From an optimization exercise on the open Yosys and OpenROAD flow, aimed at small area and a short achievable clock period; shortcuts taken in it are not production practice. Only simulation tests tie the RTL to the original design; equivalence was not proved. Power is estimated from default activity; no workload was simulated.

10-12:
Design ALU_Top, start of the top module:
module ALU_Top #(parameter Data_In_Width = 16)
(
    input   wire            [Data_In_Width-1 : 0]    A ,
    input   wire            [Data_In_Width-1 : 0]    B ,
    input   wire                          [3 : 0]    ALU_FUN,
    input   wire                                     CLK,
    input   wire                                     RST,
    output  wire      [(2*Data_In_Width)-1 : 0]      Arith_OUT,
    output  wire                                     Arith_Flag,
    output  wire            [Data_In_Width-1 : 0]    Logic_OUT,
    output  wire                                     Logic_Flag,
    output  wire                          [1 : 0]    CMP_OUT,
    output  wire                                     CMP_Flag,
    output  wire            [Data_In_Width-1 : 0]    Shift_OUT,
    output  wire                                     Shift_Flag
);
wire    Arith_Enable;
wire    Logic_Enable;
wire    CMP_Enable;
wire    Shift_Enable;
  ...
Size in the first run: roughly 2700 cells after synthesis, ~110 I/O pins, ~0.019 mm² of cells after synthesis.
==> module CMP_Unit, before the edit <==
module CMP_Unit #(parameter Data_In_Width = 16)
(
    input   wire    signed  [Data_In_Width-1 : 0]    A_in ,      
    input   wire    signed  [Data_In_Width-1 : 0]    B_in ,      
    input   wire                          [3 : 0]    alu_fun,    
    input   wire                                     CLK_in,
    input   wire                                     RST_in,
    input   wire                                     cmp_En,
    output  reg             [1 : 0]                  cmp_out,
    output  reg                                      cmp_flag
);
wire    [1 : 0]   alu_fun_LSBs = alu_fun[1:0];      
reg     [1 : 0]   cmp_out_comb;
reg     cmp_flag_comb;
always @ (posedge CLK_in or negedge RST_in)
    begin
        if (!RST_in)
            begin
                cmp_out  <= 'sb0;
                cmp_flag <= 1'b0;
            end
        else
            begin
                cmp_out  <= cmp_out_comb;
                cmp_flag <= cmp_flag_comb;
            end
    end
always @ (*)
    begin
        if (cmp_En)
            begin
                case (alu_fun_LSBs)
                2'b00 : begin
                            cmp_flag_comb = 1'b0;
                            cmp_out_comb = 'sb0;
                        end
                2'b01 : begin
                            cmp_flag_comb = 1'b1;
                            cmp_out_comb = (A_in == B_in) ? 'sd1 : 'sd0;
                        end
                2'b10 : begin
                            cmp_flag_comb = 1'b1;
                            cmp_out_comb = (A_in > B_in) ?  'sd2 : 'sd0;
                        end
                2'b11 : begin   
                            cmp_flag_comb = 1'b1;
                            cmp_out_comb = (A_in < B_in) ?  'sd3 : 'sd0;
                        end
                endcase
            end
        else
            begin
                cmp_flag_comb = 1'b0;
                cmp_out_comb = 'sb0;
            end
    end
endmodule
clock: 85.0 ns
lec_check: 0
abc_area: 1
cap_margin: 20
core_margin: 2
core_utilization: 40
cts_buf_list: sky130_fd_sc_hd__clkbuf_8
cts_cluster_size: 25
slew_margin: 20
standard.sh (not shown) runs the stock make flow with config.mk's settings and CLKGATE_MAP_FILE= SYNTH_SCRIPT=/design/flow/synth_recipe.tcl, a recipe that flattens the netlist after the stock synthesis.
==> flow/flow/run.sh <==
#!/bin/bash
# The standard layout, except that the port buffers are buf_1 cells (ORFS
# otherwise picks clkdlybuf4s50_1 delay cells; every port is still buffered),
# and repair_timing aims for 47 ns of setup slack (an optimisation target
# only: the clock and constraints are unchanged).
set -euo pipefail
bash standard.sh synth > synth.log 2>&1
bash standard.sh "BUFFER_PORTS_ARGS=-buffer_cell sky130_fd_sc_hd__buf_1" SETUP_SLACK_MARGIN=47 finish > layout.log 2>&1
--- input diff 10-12..02-16 ---
--- a/flow/design.v
+++ b/flow/design.v
@@ -2564,12 +2564,15 @@
     input   wire                                     RST_in,
     input   wire                                     cmp_En,
     output  reg             [1 : 0]                  cmp_out,
     output  reg                                      cmp_flag
 );
 wire    [1 : 0]   alu_fun_LSBs = alu_fun[1:0];      
+wire              a_eq_b = (A_in == B_in);
+wire              a_lt_b = (A_in < B_in);
+wire              a_gt_b = ~a_lt_b & ~a_eq_b;
 reg     [1 : 0]   cmp_out_comb;
 reg     cmp_flag_comb;
 always @ (posedge CLK_in or negedge RST_in)
     begin
         if (!RST_in)
             begin
@@ -2590,21 +2593,21 @@
                 2'b00 : begin
                             cmp_flag_comb = 1'b0;
                             cmp_out_comb = 'sb0;
                         end
                 2'b01 : begin
                             cmp_flag_comb = 1'b1;
-                            cmp_out_comb = (A_in == B_in) ? 'sd1 : 'sd0;
+                            cmp_out_comb = a_eq_b ? 'sd1 : 'sd0;
                         end
                 2'b10 : begin
                             cmp_flag_comb = 1'b1;
-                            cmp_out_comb = (A_in > B_in) ?  'sd2 : 'sd0;
+                            cmp_out_comb = a_gt_b ? 'sd2 : 'sd0;
                         end
                 2'b11 : begin   
                             cmp_flag_comb = 1'b1;
-                            cmp_out_comb = (A_in < B_in) ?  'sd3 : 'sd0;
+                            cmp_out_comb = a_lt_b ? 'sd3 : 'sd0;
                         end
                 endcase
             end
         else
             begin
                 cmp_flag_comb = 1'b0;
- Going from 10-12 to 02-16, global-route wire length before repair dropped 2.0 mm, critical path depth in cells now sits higher.
- End of the critical path = ins_Arithmetic_Unit.arith_out[20]: 10-12; end of the critical path = ins_Arithmetic_Unit.arith_out[18]: 02-16
- The highest attainable clock frequency on 02-16 is in line with that on 10-12.
- Initial antenna violation count sits lower in 02-16 than in 10-12.
- When 02-16 is set beside 10-12, its share of total power in the clock network turns out to be 0.5 points smaller.
- Run comparison: 10-12 library cell contributing the largest single delay on the critical path buf_1; 02-16 library cell contributing the largest single delay on the critical path xnor2_1
- Compared to 10-12, 02-16 has average instance area after synthesis 2.6% lower.
- Clock-pin slew on the worst setup and hold paths in 02-16 is 0.03 ns higher than in 10-12
- Of 10-12 and 02-16, the run reporting the lower number of signal-net buffers in the layout was 10-12.

## static timing again, ports no longer ideal
The results above use ideal ports. As a check the final layouts listed here were re-extracted and re-timed, cells and wires unchanged. Step 1, drivers: a clkbuf_16 drives CLK and a buf_2 each remaining input, both assumed. Step 2 times the ports against the registers' clock, not the clock port: input delays grow and output delays shrink by t, the midpoint of the rising clock arrivals with the driver on. a / b / c = no drivers / after step 1 / after step 2; a / b = the first two.
run	shift t [ns]	setup slack, ns	worst setup path at the end	cell pins on the clock port's net
10-12	0.434	49.333 / 49.356 / 48.921	input to register	1
02-16	0.424	49.405 / 49.427 / 49.002	input to register	1
After both steps setup and hold are still met in every run listed. For 10-12, which loses most, drivers alone change the setup slack by +0.023 ns; drivers and shift together by -0.412 ns.
